Background: an optimization exercise with open tools, aiming at small area and a short achievable clock period. Do not read the settings as production practice.
In this exercise RTL edits were held to simulation tests only and were not proved equivalent to the original.
Power and IR drop assume default switching activity.

$ cat flow/flow/run.sh
#!/bin/bash
# The standard layout with two changes: plain buffers (buf_2) as the port
# buffers instead of the delay buffers buffer_ports picks by default, and a
# clock tree without the dummy loads CTS adds for balancing.
set -euo pipefail
export BUFFER_PORTS_ARGS="-buffer_cell sky130_fd_sc_hd__buf_2"
export CTS_ARGS="-sink_clustering_enable -repair_clock_nets -dont_use_dummy_load -sink_clustering_size 60 -sink_clustering_max_diameter 150 -buf_list sky130_fd_sc_hd__clkbuf_8"
bash standard.sh > standard.log 2>&1
$ cat flow/standard.sh
#!/bin/bash
# synth_recipe.tcl (not shown) runs the flow's synth.tcl, then flattens the netlist and writes it again
# the make line also repeats each setting of config.mk as NAME=value (left out here)
make -C /OpenROAD-flow-scripts/flow DESIGN_CONFIG=/design/flow/config.mk WORK_HOME=/design/flow/orfs CLKGATE_MAP_FILE= SYNTH_SCRIPT=/design/flow/synth_recipe.tcl "${@:-finish}"
$ cat flow/config.mk
export PLATFORM = sky130hd
export DESIGN_NAME = alu
export DESIGN_NICKNAME = alu
export VERILOG_FILES = /design/flow/design.v
export SDC_FILE = /design/flow/constraint.sdc
export NUM_CORES = 4
export LEC_CHECK = 0
export ABC_AREA = 1
export CAP_MARGIN = 20
export CORE_MARGIN = 2
export CORE_UTILIZATION = 50
export SETUP_SLACK_MARGIN = 3.0
export SLEW_MARGIN = 20
$ cat flow/constraint.sdc
create_clock -name core_clock -period 5.0 [get_ports {clk}]
set_input_delay 1.0000 -clock core_clock [delete_from_list [all_inputs] [get_ports {clk}]]
set_output_delay 1.0000 -clock core_clock [all_outputs]
set_load 0.01 [all_outputs]
$ cat flow/design.v
module alu #(parameter DATA_WIDTH = 8, CMD_WIDTH = 4)(
        input clk, rst, MODE, CE,
        input [1:0]INP_VALID,
        input [CMD_WIDTH-1:0]CMD,
        input [DATA_WIDTH-1:0]OPA,OPB,
        input CIN,
        output reg [2*DATA_WIDTH:0]res,
        output reg cout, oflow, g, l, e, err
);
        function [16:0] ks_add(input [15:0] x, input [15:0] y, input c);
                reg [16:0] kg, kp, kg2, kp2;
                integer i, d;
                begin
                        kg[0] = c;
                        kp[0] = 1'b0;
                        for (i = 0; i < 16; i = i + 1) begin
                                kg[i+1] = x[i] & y[i];
                                kp[i+1] = x[i] ^ y[i];
                        end
                        for (d = 1; d < 17; d = d * 2) begin
                                kg2 = kg;
                                kp2 = kp;
                                for (i = d; i < 17; i = i + 1) begin
                                        kg2[i] = kg[i] | (kp[i] & kg[i-d]);
                                        kp2[i] = kp[i] & kp[i-d];
                                end
                                kg = kg2;
                                kp = kp2;
                        end
                        for (i = 0; i < 16; i = i + 1)
                                ks_add[i] = x[i] ^ y[i] ^ kg[i];
                        ks_add[16] = kg[16];
                end
        endfunction
        wire iv11 = INP_VALID == 2'b11, iv10 = INP_VALID == 2'b10, iv01 = INP_VALID == 2'b01;
        wire i_sub  = MODE & iv11 & (CMD == 4'd1 || CMD == 4'd3 || CMD == 4'd8 || CMD == 4'd12);
        wire i_adds = MODE & iv11 & (CMD == 4'd11 || CMD == 4'd12);
        wire i_inca = MODE & iv10 & (CMD == 4'd4);
        wire i_deca = MODE & iv10 & (CMD == 4'd5);
        wire i_incb = MODE & iv01 & (CMD == 4'd6);
        wire i_decb = MODE & iv01 & (CMD == 4'd7);
        wire i_ror  = ~MODE & (CMD == 4'd13);
        wire i_shra = ~MODE & (CMD == 4'd8);
        wire i_shla = ~MODE & (CMD == 4'd9);
        wire m1 = MODE & (CMD == 4'd9);
        wire m2 = MODE & (CMD == 4'd10);
        wire [7:0] a_in = m1 ? OPA + 8'd1 : m2 ? {1'b0, OPA[7:1]} :
                          ({8{~(i_incb | i_decb)}} & OPA) | {8{i_decb}};
        wire [7:0] b_in = m1 ? OPB + 8'd1 :
                          i_ror ? {OPB[7:3], 3'd0 - OPB[2:0]} :
                          i_shla ? {OPB[7:3], 3'd1} : i_shra ? {OPB[7:3], 3'd7} : OPB;
        wire use_b = MODE & ((iv11 & (CMD == 4'd0 || CMD == 4'd1 || CMD == 4'd2 || CMD == 4'd3 ||
                                      CMD == 4'd8 || CMD == 4'd11 || CMD == 4'd12)) |
                             (iv01 & (CMD == 4'd6 || CMD == 4'd7)));
        wire [8:0] yb_in = ({9{use_b}} & ({i_adds & OPB[7], OPB} ^ {9{i_sub}})) | {9{i_deca}};
        reg ce_r;
        reg mode_r, cin_r;
        reg [1:0] iv_r;
        reg [3:0] cmd_r;
        reg [7:0] a_r, b_r;
        reg xe_r, ci_r;
        reg [8:0] yb_r;
        reg st1, st2;
        always @(posedge clk or posedge rst)
                if (rst) ce_r <= 1'b0;
                else ce_r <= CE;
        always @(posedge clk) begin
                mode_r <= MODE;
                cin_r  <= CIN;
                iv_r   <= INP_VALID;
                cmd_r  <= CMD;
                a_r    <= a_in;
                b_r    <= b_in;
                xe_r   <= i_adds & OPA[7] | i_decb;
                yb_r   <= yb_in;
                ci_r   <= (i_sub & ~(CMD == 4'd3)) | i_inca | i_incb | (MODE & (CMD == 4'd2) & CIN) | (MODE & (CMD == 4'd3) & ~CIN);
        end
        wire [15:0] c = 16'd1 << cmd_r;
        wire v11 = iv_r == 2'b11, v10 = iv_r == 2'b10, v01 = iv_r == 2'b01;
        wire am = ce_r & mode_r, lm = ce_r & ~mode_r;
        wire a11 = am & v11, l11 = lm & v11;
        wire op_add  = a11 & c[0];
        wire op_sub  = a11 & c[1];
        wire op_addc = a11 & c[2];
        wire op_subc = a11 & c[3];
        wire op_cmp  = a11 & c[8];
        wire op_mul  = a11 & (c[9] | c[10]);
        wire op_adds = a11 & c[11];
        wire op_subs = a11 & c[12];
        wire op_inca = am & v10 & c[4];
        wire op_deca = am & v10 & c[5];
        wire op_incb = am & v01 & c[6];
        wire op_decb = am & v01 & c[7];
        wire op_rot  = l11 & (c[12] | c[13]);
        wire sel_add  = op_add | op_sub | op_addc | op_subc | op_adds | op_subs |
                        op_inca | op_deca | op_incb | op_decb;
        wire sel_sext = op_sub | op_subc | op_deca | op_decb | op_adds | op_subs;
        wire sel_cout = op_add | op_addc | op_adds | op_subs;
        wire sel_ovc  = op_sub | (op_subc & ~cin_r) | op_inca | op_deca | op_incb | op_decb;
        wire sel_ovl  = op_subc & cin_r;
        wire sel_ovs  = op_adds | op_subs;
        wire sel_cmpu = op_cmp | op_subs;
        wire sel_mul  = op_mul & st2;
        wire ERR = (am & (v11 ? (c[4] | c[5] | c[6] | c[7] | c[13] | c[14] | c[15]) :
                          v10 ? ~(c[4] | c[5]) : v01 ? ~(c[6] | c[7]) : 1'b1)) |
                   (lm & (v11 ? (c[6] | c[7] | c[14] | c[15]) :
                          v10 ? ~c[6] : v01 ? ~c[7] : 1'b1)) |
                   (op_rot & (|b_r[7:4]));
        always @(posedge clk or posedge rst)
                if (rst) begin
                        st1 <= 1'b0;
                        st2 <= 1'b0;
                end else begin
                        st1 <= a11;
                        st2 <= st1;
                end
        reg [7:0] mx;
        reg [3:0] d1, d2, d3;
        reg [9:0] m3;
        reg [15:0] w0, w1;
        wire [16:0] m3w = ks_add({8'd0, a_r}, {7'd0, a_r, 1'b0}, 1'b0);
        always @(posedge clk) begin
                mx <= a_r;
                d1 <= {b_r[7:6] == 2'd1, b_r[5:4] == 2'd1, b_r[3:2] == 2'd1, b_r[1:0] == 2'd1};
                d2 <= {b_r[7:6] == 2'd2, b_r[5:4] == 2'd2, b_r[3:2] == 2'd2, b_r[1:0] == 2'd2};
                d3 <= {b_r[7:6] == 2'd3, b_r[5:4] == 2'd3, b_r[3:2] == 2'd3, b_r[1:0] == 2'd3};
                m3 <= m3w[9:0];
        end
        function [9:0] digit(input e1, input e2, input e3, input [7:0] x, input [9:0] x3);
                digit = ({10{e1}} & {2'd0, x}) | ({10{e2}} & {1'b0, x, 1'b0}) | ({10{e3}} & x3);
        endfunction
        wire [9:0] u0 = digit(d1[0], d2[0], d3[0], mx, m3);
        wire [9:0] u1 = digit(d1[1], d2[1], d3[1], mx, m3);
        wire [9:0] u2 = digit(d1[2], d2[2], d3[2], mx, m3);
        wire [9:0] u3 = digit(d1[3], d2[3], d3[3], mx, m3);
        wire [15:0] r0 = {6'd0, u0};
        wire [15:0] r1 = {4'd0, u1, 2'd0};
        wire [15:0] r2 = {2'd0, u2, 4'd0};
        wire [15:0] r3 = {u3, 6'd0};
        wire [15:0] cs1 = r0 ^ r1 ^ r2;
        wire [15:0] cc1 = {(r0[14:0] & r1[14:0]) | (r0[14:0] & r2[14:0]) | (r1[14:0] & r2[14:0]), 1'b0};
        wire [15:0] cs2 = cs1 ^ cc1 ^ r3;
        wire [15:0] cc2 = {(cs1[14:0] & cc1[14:0]) | (cs1[14:0] & r3[14:0]) | (cc1[14:0] & r3[14:0]), 1'b0};
        always @(posedge clk) begin
                w0 <= cs2;
                w1 <= cc2;
        end
        wire [16:0] prodw = ks_add(w0, w1, 1'b0);
        wire [15:0] prod = prodw[15:0];
        wire [16:0] s9w = ks_add({7'd0, xe_r, a_r}, {7'd0, yb_r}, ci_r);
        wire [8:0] s9 = s9w[8:0];
        wire eq = a_r == b_r;
        wire lt_s = {~a_r[7], a_r[6:0]} < {~b_r[7], b_r[6:0]};
        wire [15:0] rx = {8'd0, a_r} << b_r[2:0];
        wire [3:0] tt = ({4{l11 & c[0]}} & 4'b1000) |
                        ({4{l11 & c[1]}} & 4'b0111) |
                        ({4{l11 & c[2]}} & 4'b1110) |
                        ({4{l11 & c[3]}} & 4'b0001) |
                        ({4{l11 & c[4]}} & 4'b0110) |
                        ({4{l11 & c[5]}} & 4'b1001) |
                        ({4{lm & v10 & c[6]}} & 4'b0011) |
                        ({4{lm & v01 & c[7]}} & 4'b0101);
        wire sel_lo = op_rot | (l11 & c[9]);
        wire sel_hi = op_rot | (l11 & c[8]);
        wire [7:0] lres = (a_r & b_r & {8{tt[3]}}) | (a_r & ~b_r & {8{tt[2]}}) |
                          (~a_r & b_r & {8{tt[1]}}) | (~a_r & ~b_r & {8{tt[0]}}) |
                          ({8{l11 & c[10]}} & {1'b0, b_r[7:1]}) | ({8{l11 & c[11]}} & {b_r[6:0], 1'b0}) |
                          ({8{sel_lo}} & rx[7:0]) | ({8{sel_hi}} & rx[15:8]);
        wire [16:0] RES = {{8{sel_sext & s9[8]}}, {9{sel_add}} & s9} |
                          {1'b0, {8{op_rot}} & rx[15:8], lres} |
                          {1'b0, {16{sel_mul}} & prod};
        wire COUT  = sel_cout & s9[8];
        wire OFLOW = (sel_ovc & s9[8]) | (sel_ovl & s9[8] & ~eq) | (sel_ovs & (s9[8] ^ s9[7]));
        wire E = (sel_cmpu | op_adds) & eq;
        wire L = (sel_cmpu & s9[8]) | (op_adds & lt_s);
        wire G = (sel_cmpu & ~eq & ~s9[8]) | (op_adds & ~eq & ~lt_s);
        always @(posedge clk or posedge rst)
                if (rst) begin
                        res <= 0;
                        cout <= 0;
                        oflow <= 0;
                        g <= 0;
                        l <= 0;
                        e <= 0;
                        err <= 0;
                end else begin
                        res <= RES;
                        cout <= COUT;
                        oflow <= OFLOW;
                        g <= G;
                        l <= L;
                        e <= E;
                        err <= ERR;
                end
endmodule
==> impl_metrics.env, run 1 <==
export IMPL_status="timing/DRC/antenna clean"
export IMPL_synth_simple_area_share_pct=33.1
export IMPL_multiInputGateArea_um2=4790
export IMPL_reg2reg_to="oflow"
export IMPL_ff_latch_area_um2=2530
export IMPL_fin_tns_setup_ns=0
export IMPL_syn_to_final_growth_pct=10.4
export IMPL_maxSlewViolCount=0
export IMPL_dp_slack_ns=2.55
export IMPL_layout_cells_non_filler=1361
export IMPL_ant_nets=0
export IMPL_cp_end_kind="register"
export IMPL_path_clk_slew_ns=0.07
export IMPL_tightest_slew_ns=0.895
export IMPL_cts_hold_buf=0
export IMPL_cp_max_fo=7
export IMPL_num_antenna_cells=0
export IMPL_ys_seq_area_share_pct=31.6
export IMPL_synthFlopType="dfxtp_1"
export IMPL_syn_nets=1213
export IMPL_grt_pass1_vias=6407
export IMPL_die_area_um2=16700
export IMPL_rr_startpoint="b_r[5]"
export IMPL_final_cell_mix="nand2_1, inv_1, nand3_1, nor2_1, ha_1"
export IMPL_path_cells="inv_1 -> ha_1 -> nor2_1 -> nand2_1 -> nor2_2 -> a21oi_1 -> o31ai_1 -> nand2_1"
export IMPL_grt_use_total_pct=26.6
export IMPL_hold_violations=0
export IMPL_total_leakage_power_nw=4.55
export IMPL_place_congestion=0.917
export IMPL_crit_path_frequent_cell="nand2_1"
export IMPL_rrSetupSlack_ns=3.05
export IMPL_start_kind="register"
export IMPL_final_common_cell="nand2_1"
export IMPL_root_buffer="clkbuf_8"
export IMPL_worstHoldStart="st1"
export IMPL_synth_edf_count=0
export IMPL_fillers=1542
export IMPL_drive_above_1_share_pct=14.4
export IMPL_criticalPathCategory="register to register"
export IMPL_dpl_hpwl_mm=16.8
export IMPL_die_h_um=129
export IMPL_cts_tree="done"
export IMPL_drv_cap=0
export IMPL_hold_path_cell_count=0
export IMPL_synth_fa_ha_area_share_pct=15.6
export IMPL_synthXorXnorAreaFrac_pct=2.46
export IMPL_final_core_util_pct=56.7
export IMPL_clock_path_buffers=2
export IMPL_clock_latency_ns=0.44
export IMPL_routed_via_density=5.27
export IMPL_slowest_delay_ns=0.49
export IMPL_design_area_um2=8640
export IMPL_yosysWarnings=1
export IMPL_min_path_type="register to register"
export IMPL_max_vdd_ir_drop_mv=0.160
export IMPL_power_density_nw_per_um2=294
export IMPL_core_area_um2=15300
export IMPL_synth_distinct_cells=47
export IMPL_synth_compound_area_share_pct=9.45
export IMPL_grt_pass1_wl_mm=33.9
export IMPL_postPlaceCellArea_um2=8240
export IMPL_min_period_ns=1.95
export IMPL_pin_count=50
export IMPL_vias=7168
export IMPL_fin_skew_ns=0.0217
export IMPL_route_detailed_drc=0
export IMPL_wl_per_cell_um=15.8
export IMPL_cp_required_ns=5.31
export IMPL_grt_overflow=0
export IMPL_crit_arrival_ns=2.26
export IMPL_avgSynthCellArea_um2=7.13
export IMPL_setup_viol=0
export IMPL_min_to="st2"
export IMPL_fin_ws_ns=3.05
export IMPL_fin_crit_sh_pct=39.0
export IMPL_clock_sinks=117
export IMPL_fin_nets=1267
export IMPL_synth_top_family_by_area="simple AND/OR/NAND/NOR gates"
export IMPL_num_rows=45
export IMPL_muxShareOfSynthArea_pct=0.128
export IMPL_crit_slowest_cell="dfxtp_2"
export IMPL_port_buffers=49
export IMPL_synthArstFlopShare_pct=22.2
export IMPL_firstDrtPassIters=5
export IMPL_grt_setup_unrepaired="true"
export IMPL_reg2reg_depth=8
export IMPL_dp_cells=1335
export IMPL_grt_max_degree=27
export IMPL_fmax_ghz=0.513
export IMPL_ys_ff_latch=117
export IMPL_h_tree_depth=4
export IMPL_die_w_um=129
export IMPL_syn_area_um2=7830
export IMPL_maxSlewHeadroom_pct=40.2
export IMPL_start_util_pct=51.3
export IMPL_cts_buffers=17
export IMPL_wirelength_mm=21.5
export IMPL_drt_iter0_drc=614
export IMPL_synth_cells=1098
export IMPL_antenna_found_initial=0
[final cells by class]
cell class / instances / share of cell area, %
multi-input cells: 823 / 55.4
flip-flops and latches: 117 / 29.2
inverters: 135 / 5.95
repair buffers: 57 / 3.53
well taps: 211 / 3.05
clock buffers: 17 / 2.71
repair inverters: 1 / 0.0868
[synthesized netlist by cell type, drive strengths merged, types with 9 or more instances]
master	n	area, um^2
inv	134	503
xor2	16	140
nand3	112	593
dfxtp	91	1820
clkbuf	16	60.1
a21oi	41	220
ha	72	901
o211ai	10	80.1
fa	16	320
nor2	102	450
nand4	22	138
a22o	9	78.8
o21ai	43	215
nand2	340	1310
dfrtp	26	651
[worst max-delay path, delay by kind of cell (launching register included)]
family	cells	cell delay [ns]
and+or+nand+nor	4	0.50
DFF	1	0.49
adders and majority gates	1	0.33
AOI/OAI and AO/OA	2	0.28
buffers and inverters	1	0.19
[registers in the layout, indices dropped and copies added, names as in the netlist, 2 cells and up]
| register | cells |
|---|---|
| d1 | 4 |
| d3 | 4 |
| w1 | 11 |
| a_r | 8 |
| m3 | 10 |
| d2 | 4 |
| b_r | 8 |
| cmd_r | 4 |
| iv_r | 2 |
| mx | 7 |
| w0 | 16 |
| res | 17 |
| yb_r | 9 |
[kinds of logic (layout without fill, tap and decap cells)]
family	count (synthesis)	in the layout
xor gates and xnor gates	22	22
adders and majority gates	88	88
and+or+nand+nor	590	590
muxes	1	1
AOI/OAI and AO/OA	122	122
DFF	117	117
buffers and inverters	158	210
[how the worst max path moves through the flow]
stage | startpoint | endpoint | slack [ns] | cells past startpoint
after floorplan | CMD[1] | yb_r[8] | 3.03 | 8
after detailed placement | CMD[0] | b_r[7] | 2.55 | 9
after CTS | b_r[6] | oflow | 2.94 | 8
final | b_r[5] | oflow | 3.05 | 8
after global routing | b_r[5] | oflow | 2.84 | 8
after global placement | CMD[0] | b_r[7] | 2.56 | 9
[metrics by stage]
stage / power [mW] / hold WS (ns)
6_report: 2.54 / 0.367
5_1_grt: 2.71 / 0.377
4_1_cts: 2.54 / 0.374
3_5_place_dp: 1.93 / 0.336
3_3_place_gp: 1.92 / 0.341
2_1_floorplan: 1.70 / 0.331
[per-layer routing]
metal	track usage [%]	routed length, um
met3	4.95	1450
met1	38.3	10400
met4	10.7	546
met2	39.3	9060
met5	0	0
[power by group]
part	switching (mW)	internal, mW	total [mW]
registers	0.124	1.06	1.18
clock network	0.313	0.297	0.609
logic	0.469	0.283	0.752
total	0.905	1.64	2.54
[timing repair]
action	CTS	global route
resized for setup	26	25
setup buffers	1	7
pin swaps	0	4
setup endpoints to repair	24	44
cloned	0	1
==> run 2, diff against run 1 <==
--- a/flow/design.v
+++ b/flow/design.v
@@ -34,9 +34,8 @@
         endfunction
-        wire iv11 = INP_VALID == 2'b11, iv10 = INP_VALID == 2'b10, iv01 = INP_VALID == 2'b01;
-        wire i_sub  = MODE & iv11 & (CMD == 4'd1 || CMD == 4'd3 || CMD == 4'd8 || CMD == 4'd12);
-        wire i_adds = MODE & iv11 & (CMD == 4'd11 || CMD == 4'd12);
-        wire i_inca = MODE & iv10 & (CMD == 4'd4);
-        wire i_deca = MODE & iv10 & (CMD == 4'd5);
-        wire i_incb = MODE & iv01 & (CMD == 4'd6);
-        wire i_decb = MODE & iv01 & (CMD == 4'd7);
+        wire sub_f = (~CMD[3] & ~CMD[2] & CMD[0]) | (CMD[3] & ~CMD[1] & ~CMD[0]);  
+        wire sgn_f = CMD[3] & (CMD[2] | CMD[0]);                                    
+        wire c_inca = CMD == 4'd4, c_deca = CMD == 4'd5;
+        wire ci_in = (~CMD[3] & ~CMD[2]) ? (CMD[1] ? (CIN ^ CMD[0]) : CMD[0]) : ~CMD[0];
+        wire i_incb = (INP_VALID == 2'b01) & (CMD == 4'd6);
+        wire i_decb = (INP_VALID == 2'b01) & (CMD == 4'd7);
         wire i_ror  = ~MODE & (CMD == 4'd13);
@@ -51,6 +50,3 @@
                           i_shla ? {OPB[7:3], 3'd1} : i_shra ? {OPB[7:3], 3'd7} : OPB;
-        wire use_b = MODE & ((iv11 & (CMD == 4'd0 || CMD == 4'd1 || CMD == 4'd2 || CMD == 4'd3 ||
-                                      CMD == 4'd8 || CMD == 4'd11 || CMD == 4'd12)) |
-                             (iv01 & (CMD == 4'd6 || CMD == 4'd7)));
-        wire [8:0] yb_in = ({9{use_b}} & ({i_adds & OPB[7], OPB} ^ {9{i_sub}})) | {9{i_deca}};
+        wire [8:0] yb_in = c_inca ? 9'd0 : c_deca ? 9'h1ff : {sgn_f & OPB[7], OPB} ^ {9{sub_f}};
         reg ce_r;
@@ -73,5 +69,5 @@
                 b_r    <= b_in;
-                xe_r   <= i_adds & OPA[7] | i_decb;
+                xe_r   <= sgn_f & OPA[7] | i_decb;
                 yb_r   <= yb_in;
-                ci_r   <= (i_sub & ~(CMD == 4'd3)) | i_inca | i_incb | (MODE & (CMD == 4'd2) & CIN) | (MODE & (CMD == 4'd3) & ~CIN);
+                ci_r   <= ci_in;
         end
--- a/flow/config.mk
+++ b/flow/config.mk
@@ -11,3 +11,3 @@
 export CORE_UTILIZATION = 50
-export SETUP_SLACK_MARGIN = 3.0
+export SETUP_SLACK_MARGIN = 3.1
 export SLEW_MARGIN = 20
==> impl_metrics.env, run 2 <==
export IMPL_routed_via_density=5.42
export IMPL_synthArstFlopShare_pct=22.2
export IMPL_final_cell_mix="nand2_1, inv_1, nand3_1, nor2_1, ha_1"
export IMPL_vias=7235
export IMPL_route_detailed_drc=0
export IMPL_place_congestion=0.932
export IMPL_synthXorXnorAreaFrac_pct=2.28
export IMPL_cp_required_ns=4.00
export IMPL_cts_hold_buf=0
export IMPL_worstHoldStart="st1"
export IMPL_h_tree_depth=4
export IMPL_dpl_hpwl_mm=17.3
export IMPL_fin_tns_setup_ns=0
export IMPL_grt_use_total_pct=28.0
export IMPL_dp_cells=1295
export IMPL_clock_sinks=117
export IMPL_grt_pass1_wl_mm=35.1
export IMPL_multiInputGateArea_um2=4830
export IMPL_maxSlewViolCount=0
export IMPL_cp_end_kind="primary output"
export IMPL_min_path_type="register to register"
export IMPL_fmax_ghz=0.519
export IMPL_grt_max_degree=27
export IMPL_fin_skew_ns=0.0170
export IMPL_synth_simple_area_share_pct=29.7
export IMPL_total_leakage_power_nw=4.56
export IMPL_ys_ff_latch=117
export IMPL_cp_num_buf_inv=1
export IMPL_tightest_slew_ns=0.889
export IMPL_grt_pass1_vias=6662
export IMPL_grtUsageMet2_pct=42.4
export IMPL_drt_iter0_drc=756
export IMPL_clock_path_buffers=2
export IMPL_final_common_cell="nand2_1"
export IMPL_synthFlopType="dfxtp_1"
export IMPL_synth_top_family_by_area="simple AND/OR/NAND/NOR gates"
export IMPL_ff_latch_area_um2=2560
export IMPL_syn_nets=1197
export IMPL_firstDrtPassIters=6
export IMPL_wl_per_cell_um=16.9
export IMPL_min_period_ns=1.93
export IMPL_crit_slowest_cell="dfrtp_1"
export IMPL_antenna_found_initial=0
export IMPL_reg_top3="res x17, w0 x16, w1 x11"
export IMPL_path_cells="buf_6"
export IMPL_top_register="res"
export IMPL_setup_viol=0
export IMPL_worstSetupStartpoint="res[2]"
export IMPL_pin_count=50
export IMPL_synth_most_common_cell="nand2_1"
export IMPL_start_kind="register"
export IMPL_maxSlewHeadroom_pct=40.7
export IMPL_start_util_pct=51.0
export IMPL_max_vdd_ir_drop_mv=0.202
export IMPL_path_clk_slew_ns=0.06
export IMPL_root_buffer="clkbuf_8"
export IMPL_drive_above_1_share_pct=16.7
export IMPL_final_core_util_pct=58.6
export IMPL_slowest_delay_ns=0.38
export IMPL_grt_setup_unrepaired="true"
export IMPL_dp_slack_ns=2.51
export IMPL_die_h_um=128
export IMPL_synth_fa_ha_area_share_pct=15.9
export IMPL_fin_nets=1264
export IMPL_largest_reg_flops=17
export IMPL_rr_startpoint="d2[2]"
export IMPL_ant_nets=0
export IMPL_muxShareOfSynthArea_pct=0.130
export IMPL_yosysWarnings=1
export IMPL_hold_violations=0
export IMPL_num_antenna_cells=0
export IMPL_criticalPathCategory="register to primary output"
export IMPL_ys_seq_area_share_pct=32.2
export IMPL_grt_overflow=0
export IMPL_grt_busiest_layer="met2"
export IMPL_ys_top_cells_by_count="nand2_1, inv_1, nor2_1"
export IMPL_synth_top_cell_by_area="dfxtp_1"
export IMPL_clock_latency_ns=0.44
export IMPL_port_buffers=49
export IMPL_fillers=1475
export IMPL_num_rows=45
export IMPL_die_w_um=128
export IMPL_cp_max_fo=1
export IMPL_avgSynthCellArea_um2=7.11
export IMPL_fin_crit_sh_pct=38.6
export IMPL_synth_edf_count=0
export IMPL_grtUsageMet3_pct=4.67
export IMPL_drv_cap=0
export IMPL_syn_area_um2=7690
export IMPL_die_area_um2=16400
export IMPL_core_area_um2=15100
export IMPL_cts_buffers=17
export IMPL_use_met1_pct=40.0
export IMPL_synth_distinct_cells=47
export IMPL_power_density_nw_per_um2=310
export IMPL_synth_cells=1082
export IMPL_fin_ws_ns=3.07
export IMPL_critPathTopFamily="flip-flops"
export IMPL_wirelength_mm=22.6
export IMPL_layout_cells_non_filler=1335
export IMPL_status="timing/DRC/antenna clean"
export IMPL_crit_arrival_ns=0.93
export IMPL_synthTopCellsByArea="dfxtp_1, nand2_1, ha_1"
export IMPL_synth_top_area_share_pct=23.7
export IMPL_cts_tree="done"
export IMPL_syn_to_final_growth_pct=15.0
export IMPL_synth_compound_area_share_pct=11.2
## run 2: cells by family (layout without fill, tap and decap cells)
| group | count (synthesis) | count (layout) |
|---|---|---|
| AO/OA/AOI/OAI | 148 | 148 |
| XOR/XNOR | 20 | 20 |
| adder cells (fa/ha/maj) | 88 | 88 |
| buffers and inverters | 168 | 233 |
| flip-flops | 117 | 117 |
| multiplexers | 1 | 1 |
| AND/OR/NAND/NOR | 540 | 540 |
## run 2: final cells by class
class | instances | area share, %
multi-input combinational | 797 | 54.6
tap | 188 | 2.66
sequential | 117 | 29.0
inverter | 144 | 6.30
clock buffer | 17 | 2.65
timing repair buffer | 72 | 4.80
## run 2: final timing paths
kind	to	slack, ns	cells past startpoint
max in group asynchronous	res[15]	3.69	2
hold / removal	st2	0.36	0
setup / recovery	res[2]	3.07	1
hold reg to reg	st2	0.36	0
min in group asynchronous	res[7]	0.75	2
setup reg to reg	w0[7]	3.08	5
## run 2: what timing repair did
item                                    CTS  global route
endpoints found under the setup margin   59            72
pin swaps                                 1            12
gates resized for setup                  49            72
setup buffers                             6            17
cloned                                    0             0
## run 2: power breakdown
group          switching (mW)  internal, mW  total (mW)
Combinational           0.568         0.353       0.921
Sequential              0.135          1.07        1.20
Clock                   0.323         0.297       0.620
Total                    1.03          1.72        2.74
## run 2: per-stage QoR
stage / total power [mW] / hold slack [ns] / cell area (um^2)
3_3_place_gp: 2.05 / 0.346 / 8080
4_1_cts: 2.69 / 0.363 / 8440
5_1_grt: 2.93 / 0.367 / 8840
3_5_place_dp: 2.05 / 0.342 / 8080
2_1_floorplan: 1.77 / 0.331 / 7720
6_report: 2.74 / 0.358 / 8840
## run 2: routing by layer
metal,routed length (um),share of wire (%)
met1,10900,48
met3,1270,5.6
met5,0,0
met2,9830,44
met4,535,2.4
==> run 3, diff against run 2 <==
--- a/flow/config.mk
+++ b/flow/config.mk
@@ -10,4 +10,4 @@
 export CORE_MARGIN = 2
-export CORE_UTILIZATION = 50
-export SETUP_SLACK_MARGIN = 3.1
+export CORE_UTILIZATION = 65
+export SETUP_SLACK_MARGIN = 3.05
 export SLEW_MARGIN = 20
==> impl_metrics.env, run 3 <==
export IMPL_status="timing/DRC/antenna clean"
export IMPL_postPlaceCellArea_um2=8000
export IMPL_avgSynthCellArea_um2=7.11
export IMPL_route_detailed_drc=0
export IMPL_yosysWarnings=1
export IMPL_total_leakage_power_nw=4.49
export IMPL_reg_top3="res x17, w0 x16, w1 x11"
export IMPL_synth_distinct_cells=47
export IMPL_fin_crit_sh_pct=40.3
export IMPL_min_period_ns=2.01
export IMPL_crit_arrival_ns=2.35
export IMPL_fin_total_pwr_mw=2.67
export IMPL_final_common_cell="nand2_1"
export IMPL_cp_max_fo=12
export IMPL_rrSetupSlack_ns=2.99
export IMPL_synth_most_common_cell="nand2_1"
export IMPL_path_clk_slew_ns=0.06
export IMPL_ys_top_cells_by_count="nand2_1, inv_1, nor2_1"
export IMPL_num_antenna_cells=0
export IMPL_start_util_pct=67.1
export IMPL_synth_cells=1082
export IMPL_use_met1_pct=48.1
export IMPL_pin_count=50
export IMPL_whs_ns=0.341
export IMPL_muxShareOfSynthArea_pct=0.130
export IMPL_top_register="res"
export IMPL_syn_nets=1197
export IMPL_drive_above_1_share_pct=13.2
export IMPL_fin_skew_ns=0.0249
export IMPL_core_area_um2=11500
export IMPL_synth_fa_ha_area_share_pct=15.9
export IMPL_cp_required_ns=5.33
export IMPL_grt_busiest_layer="met2"
export IMPL_die_h_um=113
export IMPL_layout_cells_non_filler=1278
export IMPL_maxSlewHeadroom_pct=40.6
export IMPL_cts_buffers=17
export IMPL_max_vdd_ir_drop_mv=0.332
export IMPL_synthFlopType="dfxtp_1"
export IMPL_vias=7391
export IMPL_die_w_um=113
export IMPL_grt_pass1_vias=6596
export IMPL_cp_end_kind="register"
export IMPL_firstDrtPassIters=5
export IMPL_cts_tree="done"
export IMPL_ant_nets=0
export IMPL_grt_use_total_pct=33.6
export IMPL_grt_setup_unrepaired="true"
export IMPL_fin_tns_setup_ns=0
export IMPL_largest_reg_flops=17
export IMPL_clock_path_buffers=2
export IMPL_dp_cells=1250
export IMPL_routed_via_density=5.78
export IMPL_drv_cap=0
export IMPL_wl_per_cell_um=16.5
export IMPL_drt_iter0_drc=684
export IMPL_antenna_found_initial=0
export IMPL_synthArstFlopShare_pct=22.2
export IMPL_place_congestion=1.02
export IMPL_synth_edf_count=0
export IMPL_synth_top_family_by_area="simple AND/OR/NAND/NOR gates"
export IMPL_final_cell_mix="nand2_1, inv_1, nand3_1, nor2_1, ha_1"
export IMPL_ys_seq_area_share_pct=32.2
export IMPL_fmax_ghz=0.497
export IMPL_dpl_hpwl_mm=16.2
export IMPL_clock_latency_ns=0.45
export IMPL_h_tree_depth=4
export IMPL_criticalPathCategory="register to register"
export IMPL_synthTopCellsByArea="dfxtp_1, nand2_1, ha_1"
export IMPL_maxSlewViolCount=0
export IMPL_setup_viol=0
export IMPL_min_path_type="register to register"
export IMPL_grtUsageMet2_pct=51.0
export IMPL_design_area_um2=8530
export IMPL_grtUsageMet3_pct=6.43
export IMPL_synth_top_cell_by_area="dfxtp_1"
export IMPL_start_kind="register"
export IMPL_power_density_nw_per_um2=313
export IMPL_tightest_slew_ns=0.890
export IMPL_hold_violations=0
export IMPL_synthXorXnorAreaFrac_pct=2.28
export IMPL_ys_ff_latch=117
export IMPL_port_buffers=49
export IMPL_die_area_um2=12700
export IMPL_syn_area_um2=7690
export IMPL_fin_nets=1252
export IMPL_clock_sinks=117
export IMPL_root_buffer="clkbuf_8"
export IMPL_syn_to_final_growth_pct=10.9
export IMPL_synth_simple_area_share_pct=29.7
export IMPL_grt_max_degree=27
export IMPL_synth_top_area_share_pct=23.7
export IMPL_grt_pass1_wl_mm=33.6
export IMPL_synth_compound_area_share_pct=11.2
export IMPL_grt_overflow=0
export IMPL_wirelength_mm=21.1
export IMPL_num_rows=39
run 3: cell counts after synthesis:
No cell type changed its count.
run 3: worst max-delay path, cell delays in order, from the launching register on:
cell     delay (ns)
dfxtp_4        0.43
inv_1          0.09
ha_1           0.32
or2_2          0.34
nor3_2         0.16
nand3_1        0.20
o21ai_0        0.19
nand2_1        0.07
nand2_1        0.06
nand2_1        0.05
run 3: where the power goes:
part	switching (mW)	internal, mW	leakage, nW	total (mW)
clock network	0.315	0.296	0.122	0.612
registers	0.145	1.07	1.13	1.21
logic	0.526	0.317	3.24	0.843
run 3: final cells by class:
| class | instances | area (um^2) |
|---|---|---|
| Multi-Input combinational cell | 797 | 4690 |
| Inverter | 144 | 551 |
| Tap cell | 143 | 179 |
| Fill cell | 907 | 2940 |
| Timing Repair Buffer | 60 | 340 |
| Clock buffer | 17 | 234 |
| Sequential cell | 117 | 2540 |
run 3: worst paths after layout:
kind	start	endpoint	cells after the start
max in group asynchronous	rst	res[3]	2
setup / recovery	a_r[7]	oflow	9
setup reg to reg	a_r[7]	oflow	9
min in group asynchronous	rst	oflow	2
hold / removal	st1	st2	0
hold reg to reg	st1	st2	0
run 3: per-layer routing:
layer / wire [um] / share of wire, %
met2: 9320 / 44
met5: 0 / 0
met1: 9250 / 44
met3: 1890 / 9.0
met4: 617 / 2.9
run 3: logic make-up (layout without fill, tap and decap cells):
logic type / after synthesis / after routing
AOI/OAI and AO/OA: 148 / 148
and+or+nand+nor: 540 / 540
muxes: 1 / 1
DFF: 117 / 117
xor gates and xnor gates: 20 / 20
adders and majority gates: 88 / 88
buffers and inverters: 168 / 221
run 3: repair_timing:
| action | in CTS | in global routing |
|---|---|---|
| hold buffers | 0 | 0 |
| gates resized for setup | 30 | 46 |
| pin swaps | 1 | 5 |
| buffers inserted | 0 | 11 |
| endpoints found under the setup margin | 31 | 54 |
| cloned | 0 | 0 |
run 3: per-stage QoR:
stage	util, %	setup WS (ns)
after global placement	69.8	2.66
final	74.4	2.99
after floorplan	-	3.02
after CTS	72.3	3.00
after detailed placement	69.8	2.57
after global routing	74.4	2.89
==> run 4, diff against run 3 <==
--- a/flow/config.mk
+++ b/flow/config.mk
@@ -10,3 +10,3 @@
 export CORE_MARGIN = 2
-export CORE_UTILIZATION = 65
+export CORE_UTILIZATION = 50
 export SETUP_SLACK_MARGIN = 3.05
==> impl_metrics.env, run 4 <==
export IMPL_status="timing/DRC/antenna clean"
export IMPL_worstHoldStart="st1"
export IMPL_reg2reg_to="oflow"
export IMPL_hold_path_cell_count=0
export IMPL_hold_violations=0
export IMPL_root_buffer="clkbuf_8"
export IMPL_total_leakage_power_nw=4.52
export IMPL_num_antenna_cells=0
export IMPL_maxSlewHeadroom_pct=39.6
export IMPL_synth_top_area_share_pct=23.7
export IMPL_drive_above_1_share_pct=14.3
export IMPL_fin_nets=1260
export IMPL_cts_tree="done"
export IMPL_top_register="res"
export IMPL_synth_distinct_cells=47
export IMPL_slowest_delay_ns=0.36
export IMPL_grt_use_total_pct=27.3
export IMPL_syn_to_final_growth_pct=12.7
export IMPL_wirelength_mm=21.8
export IMPL_drt_iter0_drc=870
export IMPL_criticalPathCategory="register to primary output"
export IMPL_num_rows=45
export IMPL_rr_startpoint="b_r[7]"
export IMPL_routed_via_density=5.38
export IMPL_min_period_ns=1.92
export IMPL_design_area_um2=8670
export IMPL_synth_edf_count=0
export IMPL_dp_cells=1295
export IMPL_setup_viol=0
export IMPL_dr_wl_met3_mm=1.41
export IMPL_rrSetupSlack_ns=3.09
export IMPL_synth_cells=1082
export IMPL_cp_required_ns=4.00
export IMPL_antenna_found_initial=0
export IMPL_synthTopCellsByArea="dfxtp_1, nand2_1, ha_1"
export IMPL_vias=7163
export IMPL_path_clk_slew_ns=0.05
export IMPL_power_density_nw_per_um2=310
export IMPL_min_path_type="register to register"
export IMPL_grt_max_degree=27
export IMPL_die_area_um2=16400
export IMPL_drv_cap=0
export IMPL_crit_slowest_cell="dfrtp_1"
export IMPL_cp_num_buf_inv=1
export IMPL_syn_nets=1197
export IMPL_grt_overflow=0
export IMPL_reg2reg_depth=9
export IMPL_synthFlopType="dfxtp_1"
export IMPL_syn_area_um2=7690
export IMPL_fin_tns_setup_ns=0
export IMPL_cts_hold_buf=0
export IMPL_ys_top_cells_by_count="nand2_1, inv_1, nor2_1"
export IMPL_min_to="st2"
export IMPL_ys_seq_area_share_pct=32.2
export IMPL_start_util_pct=51.0
export IMPL_dpl_hpwl_mm=16.9
export IMPL_final_cell_mix="nand2_1, inv_1, nand3_1, nor2_1, ha_1"
export IMPL_die_w_um=128
export IMPL_avgSynthCellArea_um2=7.11
export IMPL_pin_count=50
export IMPL_place_congestion=0.939
export IMPL_final_common_cell="nand2_1"
export IMPL_fmax_ghz=0.521
export IMPL_synth_most_common_cell="nand2_1"
export IMPL_ant_nets=0
export IMPL_firstDrtPassIters=6
export IMPL_wl_per_cell_um=16.4
export IMPL_cp_end_kind="primary output"
export IMPL_grt_pass1_vias=6403
export IMPL_clock_path_buffers=2
export IMPL_fin_skew_ns=0.0241
export IMPL_critPathTopFamily="flip-flops"
export IMPL_start_kind="register"
export IMPL_max_vdd_ir_drop_mv=0.185
export IMPL_postPlaceCellArea_um2=8060
export IMPL_largest_reg_flops=17
export IMPL_route_met2_wl_mm=9.23
export IMPL_clock_latency_ns=0.43
export IMPL_port_buffers=49
export IMPL_wl_met1_mm=10.7
export IMPL_synth_top_cell_by_area="dfxtp_1"
export IMPL_die_h_um=128
export IMPL_cts_buffers=17
export IMPL_ys_ff_latch=117
export IMPL_route_detailed_drc=0
export IMPL_highest_layer="met4"
export IMPL_tightest_slew_ns=0.905
export IMPL_reg_top3="res x17, w0 x16, w1 x11"
export IMPL_fin_total_pwr_mw=2.69
export IMPL_core_area_um2=15100
export IMPL_fin_crit_sh_pct=38.4
export IMPL_h_tree_depth=4
export IMPL_grt_pass1_wl_mm=34.1
export IMPL_yosysWarnings=1
export IMPL_layout_cells_non_filler=1331
export IMPL_path_cells="buf_2"
export IMPL_grt_setup_unrepaired="true"
export IMPL_crit_arrival_ns=0.92
export IMPL_maxSlewViolCount=0
export IMPL_clock_sinks=117
export IMPL_synthArstFlopShare_pct=22.2
export IMPL_cp_max_fo=1
==> run 4: cell counts after synthesis <==
Identical to the previous run, type by type.
==> run 4: routing by layer <==
| metal | global-route usage, % | vias to the layer above |
|---|---|---|
| met2 | 40.8 | 277 |
| li1 | - | 3605 |
| met1 | 40.1 | 3244 |
| met4 | 7.82 | 0 |
| met3 | 5.26 | 37 |
| met5 | 0 | - |
==> run 4: power by group <==
group          switching [mW]  total, mW  internal [mW]
sequential              0.134       1.20           1.07
clock                   0.307      0.604          0.297
combinational           0.548      0.880          0.331
total                   0.989       2.69           1.70
==> run 4: final cells by class <==
class,count,area [um^2]
clock buffer,17,234
sequential,117,2550
inverter,144,551
timing repair buffer,68,394
fill,1466,6420
tap,188,235
multi-input combinational,797,4700
==> run 4: how the worst max path moves through the flow <==
stage	startpoint	endpoint	depth (start not counted)	slack, ns
2_1_floorplan	CMD[2]	a_r[0]	6	3.02
3_3_place_gp	b_r[1]	oflow	8	2.61
3_5_place_dp	b_r[1]	oflow	8	2.54
4_1_cts	b_r[7]	oflow	9	3.02
5_1_grt	iv_r[1]	err	6	2.96
6_report	oflow	oflow	1	3.08
==> run 4: metrics by stage <==
step                hold slack, ns  setup slack (ns)  util (%)
global route                 0.364              2.96      57.4
floorplan                    0.331              3.02         -
CTS                          0.349              3.02      55.5
finish                       0.347              3.08      57.4
global placement             0.333              2.61      53.4
detailed placement           0.337              2.54      53.4
==> run 4: timing repair <==
item	in CTS	in global routing
buffers inserted	1	18
cloned	0	0
pin swaps	0	6
resized for setup	38	56
endpoints found under the setup margin	32	61
==> run 4: logic make-up (layout without fill, tap and decap cells) <==
kind of cell	after synthesis	count (layout)	share of synthesized area [%]
AND/OR/NAND/NOR	540	540	29.7
buffers and inverters	168	229	8.66
AO/OA/AOI/OAI	148	148	11.2
flip-flops	117	117	32.2
adder cells (fa/ha/maj)	88	88	15.9
XOR/XNOR	20	20	2.28
multiplexers	1	1	0.130
==> run 5, diff against run 4 <==
==> flow/flow/run.sh (replaced) <==
#!/bin/bash
# The standard layout with two changes: plain buffers (buf_2) as the port
# buffers instead of the delay buffers buffer_ports picks by default, and a
# smaller clock tree: a clkbuf_16 root, clkbuf_4 leaves and none of the
# dummy loads CTS adds for balancing.
set -euo pipefail
export BUFFER_PORTS_ARGS="-buffer_cell sky130_fd_sc_hd__buf_2"
export CTS_ARGS="-sink_clustering_enable -repair_clock_nets -dont_use_dummy_load -sink_clustering_size 60 -sink_clustering_max_diameter 150 -root_buf sky130_fd_sc_hd__clkbuf_16 -buf_list sky130_fd_sc_hd__clkbuf_4"
bash standard.sh > standard.log 2>&1
==> impl_metrics.env, run 5 <==
export IMPL_design_area_um2=8680
export IMPL_fin_crit_sh_pct=38.0
export IMPL_fin_skew_ns=0.0416
export IMPL_num_antenna_cells=0
export IMPL_routed_via_density=5.39
export IMPL_core_area_um2=15100
export IMPL_ys_seq_area_share_pct=32.2
export IMPL_crit_slowest_cell="fa_1"
export IMPL_dpl_hpwl_mm=16.9
export IMPL_firstDrtPassIters=5
export IMPL_start_kind="register"
export IMPL_fin_tns_setup_ns=0
export IMPL_crit_path_frequent_cell="fa_1"
export IMPL_route_detailed_drc=0
export IMPL_die_area_um2=16400
export IMPL_crit_path_end="w0[9]"
export IMPL_num_rows=45
export IMPL_ys_top_cells_by_count="nand2_1, inv_1, nor2_1"
export IMPL_power_density_nw_per_um2=297
export IMPL_final_cell_mix="nand2_1, inv_1, nand3_1, nor2_1, ha_1"
export IMPL_ys_ff_latch=117
export IMPL_synth_cells=1082
export IMPL_drive_above_1_share_pct=15.3
export IMPL_ant_nets=0
export IMPL_cp_required_ns=5.23
export IMPL_hold_violations=0
export IMPL_cts_tree="done"
export IMPL_reg2reg_depth=4
export IMPL_final_core_util_pct=57.5
export IMPL_clkPwrFrac_pct=18.5
export IMPL_clock_path_buffers=2
export IMPL_layout_cells_non_filler=1330
export IMPL_dp_slack_ns=2.54
export IMPL_path_clk_slew_ns=0.10
export IMPL_synth_distinct_cells=47
export IMPL_top_register="res"
export IMPL_p_int_mw=1.59
export IMPL_worstSetupStartpoint="d1[2]"
export IMPL_pin_count=50
export IMPL_cts_buffers=17
export IMPL_total_leakage_power_nw=4.50
export IMPL_synthTopCellsByArea="dfxtp_1, nand2_1, ha_1"
export IMPL_power_switching_mw=0.983
export IMPL_wirelength_mm=21.9
export IMPL_cts_hold_buf=0
export IMPL_maxSlewViolCount=0
export IMPL_dp_cells=1295
export IMPL_start_util_pct=51.0
export IMPL_synth_top_cell_by_area="dfxtp_1"
export IMPL_drv_cap=0
export IMPL_setup_viol=0
export IMPL_synth_most_common_cell="nand2_1"
export IMPL_grt_setup_unrepaired="true"
export IMPL_maxSlewHeadroom_pct=39.2
export IMPL_pwr_share_seq_pct=46.6
export IMPL_die_w_um=128
export IMPL_reg_top3="res x17, w0 x16, w1 x11"
export IMPL_fillers=1463
export IMPL_wl_per_cell_um=16.5
export IMPL_path_cells="a21oi_1 -> fa_1 -> inv_1 -> fa_1"
export IMPL_crit_arrival_ns=2.13
export IMPL_yosysWarnings=1
export IMPL_synthFlopType="dfxtp_1"
export IMPL_port_buffers=49
export IMPL_avgSynthCellArea_um2=7.11
export IMPL_syn_to_final_growth_pct=12.9
export IMPL_postPlaceCellArea_um2=8060
export IMPL_fin_ws_ns=3.10
export IMPL_min_path_type="register to register"
export IMPL_antenna_found_initial=0
export IMPL_drt_iter0_drc=888
export IMPL_final_common_cell="nand2_1"
export IMPL_rr_startpoint="d1[2]"
export IMPL_synth_edf_count=0
export IMPL_syn_nets=1197
export IMPL_p_comb_share_pct=34.9
export IMPL_grt_pass1_wl_mm=34.3
export IMPL_reg2reg_to="w0[9]"
export IMPL_rrSetupSlack_ns=3.10
export IMPL_swShare_pct=38.2
export IMPL_clock_sinks=117
export IMPL_max_vdd_ir_drop_mv=0.168
export IMPL_clock_latency_ns=0.37
export IMPL_h_tree_depth=4
export IMPL_min_period_ns=1.90
export IMPL_vias=7173
export IMPL_grt_pass1_vias=6409
export IMPL_grt_max_degree=27
export IMPL_slowest_delay_ns=0.54
export IMPL_grt_overflow=0
export IMPL_fin_nets=1259
export IMPL_status="timing/DRC/antenna clean"
export IMPL_fmax_ghz=0.526
export IMPL_tightest_slew_ns=0.910
export IMPL_die_h_um=128
export IMPL_root_buffer="clkbuf_16"
export IMPL_criticalPathCategory="register to register"
export IMPL_cp_end_kind="register"
export IMPL_grt_use_total_pct=27.4
export IMPL_largest_reg_flops=17
export IMPL_synth_top_area_share_pct=23.7
export IMPL_syn_area_um2=7690
export IMPL_place_congestion=0.939
export IMPL_cp_max_fo=8
export IMPL_synthArstFlopShare_pct=22.2
[run 5: repair_timing]
item | CTS | global route
resized for setup | 40 | 74
cloned | 0 | 0
setup buffers | 3 | 15
pin swaps | 0 | 6
endpoints found under the hold margin | 0 | 0
setup endpoints to repair | 32 | 51
[run 5: cells by family (layout without fill, tap and decap cells)]
logic type / after synthesis / count (layout) / share of synthesized area, %
xor+xnor: 20 / 20 / 2.28
mux: 1 / 1 / 0.130
flops: 117 / 117 / 32.2
simple gates: 540 / 540 / 29.7
fa+ha+maj: 88 / 88 / 15.9
buf+inv: 168 / 228 / 8.66
compound gates: 148 / 148 / 11.2
[run 5: worst min path at each step]
stage	startpoint	endpoint	cells after the start
final	st1	st2	0
after global routing	st1	st2	0
after CTS	st1	st2	0
after detailed placement	st1	st2	0
after global placement	st1	st2	0
after floorplan	st1	st2	0
[run 5: final cells by class]
cell class                 count  area [um^2]  share of cell area, %
clock buffer                  17          145                   1.67
timing repair buffer          67          395                   4.55
sequential                   117         2560                   29.5
multi-input combinational    797         4790                   55.2
inverter                     144          551                   6.34
tap                          188          235                   2.71
[run 5: power groups by stage]
| stage | sequential (mW) | clock, mW | combinational [mW] |
|---|---|---|---|
| global placement | 1.22 | 0 | 0.827 |
| floorplan | 1.15 | 0 | 0.623 |
| detailed placement | 1.22 | 0 | 0.821 |
| global route | 1.21 | 0.534 | 1.01 |
| CTS | 1.20 | 0.494 | 0.837 |
| finish | 1.20 | 0.477 | 0.900 |
[run 5: worst max-delay path: cells and delay by family (launching register included)]
kind	cells	cell delay, ns
adder cells (fa/ha/maj)	2	1.06
AO/OA/AOI/OAI	1	0.15
flip-flops	1	0.52
buffers and inverters	1	0.05
[run 5: per-layer routing]
layer	wire [um]	part of all wire, %	track usage, %	vias up
met2	9300	42	40.9	271
met4	432	2.0	7.69	0
met1	11000	50	40.5	3261
met5	0	0	0	-
li1	-	-	-	3608
met3	1240	5.6	5.26	33
[run 5: stage by stage]
| step | hold slack (ns) | total power, mW |
|---|---|---|
| floorplan | 0.331 | 1.77 |
| global placement | 0.333 | 2.05 |
| detailed placement | 0.337 | 2.04 |
| CTS | 0.353 | 2.53 |
| global route | 0.371 | 2.76 |
| finish | 0.352 | 2.58 |
==> run 6, diff against run 5 <==
--- a/flow/config.mk
+++ b/flow/config.mk
@@ -11,3 +11,3 @@
 export CORE_UTILIZATION = 50
-export SETUP_SLACK_MARGIN = 3.05
+export SETUP_SLACK_MARGIN = 3.1
 export SLEW_MARGIN = 20
==> impl_metrics.env, run 6 <==
export IMPL_avgSynthCellArea_um2=7.11
export IMPL_synth_top_cell_by_area="dfxtp_1"
export IMPL_wirelength_mm=22.4
export IMPL_firstDrtPassIters=6
export IMPL_cp_max_fo=13
export IMPL_tightest_slew_ns=0.893
export IMPL_grt_setup_unrepaired="true"
export IMPL_fin_crit_sh_pct=38.0
export IMPL_drive_above_1_share_pct=17.5
export IMPL_die_h_um=128
export IMPL_synthFlopType="dfxtp_1"
export IMPL_cp_required_ns=5.27
export IMPL_place_congestion=0.932
export IMPL_power_density_nw_per_um2=296
export IMPL_path_clk_slew_ns=0.07
export IMPL_syn_nets=1197
export IMPL_synthTopCellsByArea="dfxtp_1, nand2_1, ha_1"
export IMPL_syn_area_um2=7690
export IMPL_synthArstFlopShare_pct=22.2
export IMPL_crit_arrival_ns=2.17
export IMPL_ys_seq_area_share_pct=32.2
export IMPL_fin_tns_setup_ns=0
export IMPL_synth_edf_count=0
export IMPL_maxSlewHeadroom_pct=40.4
export IMPL_start_util_pct=51.0
export IMPL_synth_distinct_cells=47
export IMPL_syn_to_final_growth_pct=14.5
export IMPL_grt_max_degree=27
export IMPL_grt_pass1_wl_mm=35.3
export IMPL_start_kind="input port"
export IMPL_criticalPathCategory="input port to register"
export IMPL_num_antenna_cells=0
export IMPL_antenna_found_initial=0
export IMPL_cts_buffers=17
export IMPL_die_area_um2=16400
export IMPL_ys_ff_latch=117
export IMPL_status="timing/DRC/antenna clean"
export IMPL_fin_skew_ns=0.0339
export IMPL_dpl_hpwl_mm=17.3
export IMPL_clock_latency_ns=0.37
export IMPL_h_tree_depth=4
export IMPL_drt_iter0_drc=773
export IMPL_route_detailed_drc=0
export IMPL_grt_pass1_vias=6703
export IMPL_synth_most_common_cell="nand2_1"
export IMPL_hold_violations=0
export IMPL_drv_cap=0
export IMPL_port_buffers=49
export IMPL_synth_cells=1082
export IMPL_clock_path_buffers=2
export IMPL_wl_per_cell_um=16.7
export IMPL_reg_top3="res x17, w0 x16, w1 x11"
export IMPL_final_cell_mix="nand2_1, inv_1, nand3_1, nor2_1, ha_1"
export IMPL_pin_count=50
export IMPL_vias=7222
export IMPL_num_rows=45
export IMPL_yosysWarnings=1
export IMPL_grt_overflow=0
export IMPL_total_leakage_power_nw=4.55
export IMPL_top_register="res"
export IMPL_min_period_ns=1.90
export IMPL_ant_nets=0
export IMPL_fin_nets=1268
export IMPL_final_common_cell="nand2_1"
export IMPL_routed_via_density=5.39
export IMPL_synth_top_area_share_pct=23.7
export IMPL_max_vdd_ir_drop_mv=0.194
export IMPL_clock_sinks=117
export IMPL_min_path_type="register to register"
export IMPL_die_w_um=128
export IMPL_cp_end_kind="register"
export IMPL_cts_tree="done"
export IMPL_fillers=1479
export IMPL_largest_reg_flops=17
export IMPL_setup_viol=0
export IMPL_root_buffer="clkbuf_16"
export IMPL_fin_ws_ns=3.10
export IMPL_dp_slack_ns=2.51
export IMPL_fmax_ghz=0.526
export IMPL_maxSlewViolCount=0
export IMPL_core_area_um2=15100
export IMPL_grt_use_total_pct=28.2
export IMPL_ys_top_cells_by_count="nand2_1, inv_1, nor2_1"
==> run 6: through the flow <==
stage / hold slack (ns) / power [mW] / cell area, um^2 / cells / utilization (%)
after floorplan: 0.331 / 1.77 / 7720 / 1082 / -
after global placement: 0.346 / 2.05 / 8080 / 1295 / 53.5
after detailed placement: 0.342 / 2.05 / 8080 / 1295 / 53.5
after CTS: 0.368 / 2.56 / 8440 / 1323 / 56.0
after global routing: 0.373 / 2.80 / 8810 / 1339 / 58.4
final: 0.362 / 2.61 / 8810 / 1339 / 58.4
==> run 6: final timing paths <==
path	startpoint	end	slack (ns)	cells past startpoint
worst max-delay path	CMD[0]	b_r[6]	3.10	8
worst min-delay path	st1	st2	0.36	0
worst max register to register	mx[5]	w0[7]	3.12	5
worst min register to register	st1	st2	0.36	0
max in group asynchronous	rst	res[15]	3.61	2
min in group asynchronous	rst	res[7]	0.83	2
==> run 6: cells by family after synthesis <==
group | count (synthesis) | synth area share (%)
flops | 117 | 32.2
buf+inv | 168 | 8.66
compound gates | 148 | 11.2
mux | 1 | 0.130
xor+xnor | 20 | 2.28
simple gates | 540 | 29.7
fa+ha+maj | 88 | 15.9
==> run 6: area by class of cell <==
class,instances,area [um^2],area share [%]
Clock buffer,17,145,1.65
Inverter,144,557,6.32
Multi-Input combinational cell,797,4850,55.0
Sequential cell,117,2570,29.2
Tap cell,188,235,2.67
Timing Repair Buffer,76,453,5.14
==> run 6: layer usage <==
metal / GRT usage (%) / vias to the layer above / part of all wire [%]
li1: - / 3636 / -
met1: 40.0 / 3254 / 48
met2: 42.9 / 294 / 43
met3: 5.34 / 38 / 6.3
met4: 10.1 / 0 / 2.5
met5: 0 / - / 0
==> run 6: what timing repair did <==
item,CTS,global route
resized for setup,64,68
pin swaps,4,12
buffers inserted,11,16
endpoints found under the hold margin,0,0
hold buffers,0,0
endpoints found under the setup margin,38,46
==> run 6: worst max-delay path: stages <==
cell      delay, ns
clkbuf_4       0.19
inv_2          0.09
nor2_2         0.15
nand3_4        0.14
clkinv_4       0.14
nand4_4        0.09
nor3_2         0.21
xor2_1         0.15
==> run 6: power by group <==
| part | internal, mW | switching [mW] |
|---|---|---|
| registers | 1.07 | 0.130 |
| clock network | 0.186 | 0.299 |
| logic | 0.356 | 0.573 |
| total | 1.61 | 1.00 |
==> run 7, diff against run 6 <==
--- a/flow/design.v
+++ b/flow/design.v
@@ -50,5 +50,5 @@
                           i_shla ? {OPB[7:3], 3'd1} : i_shra ? {OPB[7:3], 3'd7} : OPB;
-        wire [8:0] yb_in = c_inca ? 9'd0 : c_deca ? 9'h1ff : {sgn_f & OPB[7], OPB} ^ {9{sub_f}};
+        wire [7:0] yb_in = c_inca ? 8'd0 : c_deca ? 8'hff : OPB ^ {8{sub_f}};
         reg ce_r;
-        reg mode_r, cin_r;
+        reg mode_r;
         reg [1:0] iv_r;
@@ -56,4 +56,4 @@
         reg [7:0] a_r, b_r;
-        reg xe_r, ci_r;
-        reg [8:0] yb_r;
+        reg ci_r;
+        reg [7:0] yb_r;
         reg st1, st2;
@@ -64,3 +64,2 @@
                 mode_r <= MODE;
-                cin_r  <= CIN;
                 iv_r   <= INP_VALID;
@@ -69,3 +68,2 @@
                 b_r    <= b_in;
-                xe_r   <= sgn_f & OPA[7] | i_decb;
                 yb_r   <= yb_in;
@@ -94,4 +92,4 @@
         wire sel_cout = op_add | op_addc | op_adds | op_subs;
-        wire sel_ovc  = op_sub | (op_subc & ~cin_r) | op_inca | op_deca | op_incb | op_decb;
-        wire sel_ovl  = op_subc & cin_r;
+        wire sel_ovc  = op_sub | (op_subc & ci_r) | op_inca | op_deca | op_incb | op_decb;
+        wire sel_ovl  = op_subc & ~ci_r;
         wire sel_ovs  = op_adds | op_subs;
@@ -145,3 +143,7 @@
         wire [15:0] prod = prodw[15:0];
-        wire [16:0] s9w = ks_add({7'd0, xe_r, a_r}, {7'd0, yb_r}, ci_r);
+        wire sgn_k = cmd_r[3] & (cmd_r[2] | cmd_r[0]);                                     
+        wire sub_k = (~cmd_r[3] & ~cmd_r[2] & cmd_r[0]) | (cmd_r[3] & ~cmd_r[1] & ~cmd_r[0]);  
+        wire xe = (sgn_k & a_r[7]) | (cmd_r == 4'd7);
+        wire ye = (cmd_r == 4'd5) | ((cmd_r != 4'd4) & ((sgn_k & b_r[7]) ^ sub_k));
+        wire [16:0] s9w = ks_add({7'd0, xe, a_r}, {7'd0, ye, yb_r}, ci_r);
         wire [8:0] s9 = s9w[8:0];
--- a/flow/config.mk
+++ b/flow/config.mk
@@ -11,3 +11,3 @@
 export CORE_UTILIZATION = 50
-export SETUP_SLACK_MARGIN = 3.1
+export SETUP_SLACK_MARGIN = 3.05
 export SLEW_MARGIN = 20
==> impl_metrics.env, run 7 <==
export IMPL_h_tree_depth=4
export IMPL_firstDrtPassIters=5
export IMPL_max_vdd_ir_drop_mv=0.128
export IMPL_start_kind="input port"
export IMPL_ys_seq_area_share_pct=32.4
export IMPL_power_density_nw_per_um2=287
export IMPL_cp_end_kind="register"
export IMPL_vias=6918
export IMPL_cts_buffers=17
export IMPL_place_congestion=0.932
export IMPL_ant_nets=0
export IMPL_synth_cells=1030
export IMPL_synthFlopType="dfxtp_1"
export IMPL_maxSlewViolCount=0
export IMPL_start_util_pct=51.3
export IMPL_wl_per_cell_um=16.0
export IMPL_crit_arrival_ns=2.17
export IMPL_synth_edf_count=0
export IMPL_crit_slowest_cell="nor3_2"
export IMPL_drt_iter0_drc=581
export IMPL_route_detailed_drc=0
export IMPL_dpl_hpwl_mm=15.7
export IMPL_cp_required_ns=5.28
export IMPL_grt_overflow=0
export IMPL_synthTopCellsByArea="dfxtp_1, nand2_1, ha_1"
export IMPL_hold_violations=0
export IMPL_synth_distinct_cells=44
export IMPL_root_buffer="clkbuf_16"
export IMPL_grt_max_degree=27
export IMPL_syn_to_final_growth_pct=15.8
export IMPL_setup_viol=0
export IMPL_postPlaceCellArea_um2=7850
export IMPL_final_common_cell="nand2_1"
export IMPL_cp_max_fo=7
export IMPL_yosysWarnings=1
export IMPL_antenna_found_initial=0
export IMPL_final_core_util_pct=59.4
export IMPL_total_leakage_power_nw=4.39
export IMPL_fillers=1431
export IMPL_syn_area_um2=7450
export IMPL_ys_top_cells_by_count="nand2_1, inv_1, nor2_1"
export IMPL_grt_pass1_vias=6193
export IMPL_reg_top3="res x17, w0 x16, w1 x11"
export IMPL_synth_top_cell_by_area="dfxtp_1"
export IMPL_fin_tns_setup_ns=0
export IMPL_synth_top_area_share_pct=23.6
export IMPL_tightest_slew_ns=0.556
export IMPL_drv_cap=0
export IMPL_clock_sinks=114
export IMPL_num_antenna_cells=0
export IMPL_core_area_um2=14500
export IMPL_maxSlewHeadroom_pct=62.7
export IMPL_grt_use_total_pct=26.2
export IMPL_cts_hold_buf=0
export IMPL_grt_setup_unrepaired="true"
export IMPL_path_cells="buf_2 -> nor2_4 -> inv_2 -> nor3_2 -> buf_6 -> buf_4 -> nand4_1 -> nor3_2 -> xor2_1"
export IMPL_fin_nets=1231
export IMPL_ys_ff_latch=114
export IMPL_die_w_um=126
export IMPL_num_rows=44
export IMPL_largest_reg_flops=17
export IMPL_design_area_um2=8630
export IMPL_min_period_ns=1.88
export IMPL_port_buffers=49
export IMPL_final_cell_mix="nand2_1, inv_1, nor2_1, nand3_1, ha_1"
export IMPL_die_h_um=126
export IMPL_top_register="res"
export IMPL_drive_above_1_share_pct=19.5
export IMPL_min_path_type="register to register"
export IMPL_wirelength_mm=20.8
export IMPL_fin_skew_ns=0.0304
export IMPL_pin_count=50
export IMPL_clock_latency_ns=0.35
export IMPL_crit_path_frequent_cell="nor3_2"
export IMPL_avgSynthCellArea_um2=7.24
export IMPL_fmax_ghz=0.531
export IMPL_routed_via_density=5.33
export IMPL_synth_most_common_cell="nand2_1"
export IMPL_cts_tree="done"
export IMPL_fin_crit_sh_pct=37.7
export IMPL_grt_pass1_wl_mm=32.5
export IMPL_syn_nets=1145
export IMPL_synthArstFlopShare_pct=22.8
export IMPL_path_clk_slew_ns=0.09
export IMPL_clock_path_buffers=2
export IMPL_die_area_um2=15900
export IMPL_status="timing/DRC/antenna clean"
export IMPL_slowest_delay_ns=0.19
export IMPL_criticalPathCategory="input port to register"
[run 7: changes by cell type after synthesis, sizes merged, moves of 6 or more]
cell   before  now
inv       142  131
a21oi      47   54
o21ai      59   65
nand3     103   89
or2         1   10
nor2      107   94
o22ai       3   13
nand2     295  260
[run 7: worst max-delay path, delay by kind of cell]
kind | cells | cell delay [ns]
buf+inv | 4 | 0.44
xor+xnor | 1 | 0.15
simple gates | 4 | 0.57
[run 7: per-stage QoR]
stage	worst slack, ns	instances	hold WS [ns]	total power, mW
after floorplan	3.00	1030	0.331	1.71
after global placement	2.52	1240	0.336	1.95
after detailed placement	2.50	1240	0.336	1.94
after CTS	2.96	1268	0.361	2.43
after global routing	3.00	1298	0.367	2.68
final	3.12	1298	0.359	2.48
[run 7: area by class of cell]
| cell class | count | area (um^2) | share of cell area (%) |
|---|---|---|---|
| inverters | 132 | 512 | 5.93 |
| clock buffers | 17 | 145 | 1.68 |
| repair buffers | 91 | 578 | 6.70 |
| well taps | 184 | 230 | 2.67 |
| flip-flops and latches | 114 | 2500 | 29.0 |
| repair inverters | 1 | 7.51 | 0.0870 |
| multi-input cells | 759 | 4650 | 53.9 |
[run 7: cell families after synthesis]
family                     share of synthesized area (%)
xor gates and xnor gates                            1.88
AOI/OAI and AO/OA                                   13.4
adders and majority gates                           16.4
muxes                                              0.269
buffers and inverters                               8.06
DFF                                                 32.4
and+or+nand+nor                                     27.6
[run 7: final timing paths]
kind / startpoint / end / slack (ns) / cells after the start
min: st1 / st2 / 0.36 / 0
min reg2reg: st1 / st2 / 0.36 / 0
max: CMD[1] / b_r[6] / 3.12 / 9
max in group asynchronous: rst / res[0] / 3.92 / 2
max reg2reg: d1[1] / w0[9] / 3.12 / 5
min in group asynchronous: rst / res[10] / 0.69 / 2
[run 7: layer usage]
metal	share of wire [%]	GRT usage [%]	vias to the layer above	wire (um)
met5	0	0	-	0
met4	1.5	8.02	0	317
met3	6.6	5.48	23	1380
met2	45	40.2	253	9370
met1	47	37.1	3119	9700
li1	-	-	3523	-
[run 7: where the power goes]
part | total [mW] | internal, mW | switching (mW)
Clock | 0.468 | 0.185 | 0.282
Sequential | 1.16 | 1.04 | 0.122
Combinational | 0.848 | 0.334 | 0.515
Total | 2.48 | 1.56 | 0.919
[run 7: what timing repair did]
item                       in CTS  in global routing
pin swaps                       4                 14
gates cloned                    0                  1
buffers inserted               11                 29
setup endpoints to repair      43                 48
resized for setup              40                 82

-- what the ideal ports hide --
Ports are ideal in the flow. The routed layouts listed here were re-timed in OpenROAD. Step 1 assumes that a clkbuf_16 drives the clock port and a buf_2 every other input. Step 2 also shifts input and output timing later by t, the mid clock arrival at the registers, as if the neighbouring blocks saw the same clock. Slacks: ideal / step 1 / step 2; pairs: ideal / step 1.
run | shift t [ns] | setup WS [ns] | clock arrival spread, ns | worst slew at a driven data input, ns
run 1 | 0.472 | 3.052 / 3.038 / 2.641 | 0.022 / 0.022 | 0.03
run 2 | 0.470 | 3.072 / 3.034 / 2.729 | 0.017 / 0.017 | 0.03
run 3 | 0.475 | 2.986 / 2.986 / 2.623 | 0.025 / 0.025 | 0.03
run 4 | 0.462 | 3.081 / 3.041 / 2.670 | 0.024 / 0.024 | 0.03
run 5 | 0.389 | 3.099 / 3.099 / 2.757 | 0.041 / 0.041 | 0.03
run 6 | 0.396 | 3.098 / 3.102 / 2.723 | 0.034 / 0.034 | 0.03
run 7 | 0.385 | 3.116 / 3.106 / 2.752 | 0.036 / 0.036 | 0.04
After both steps every run listed still meets setup and hold.
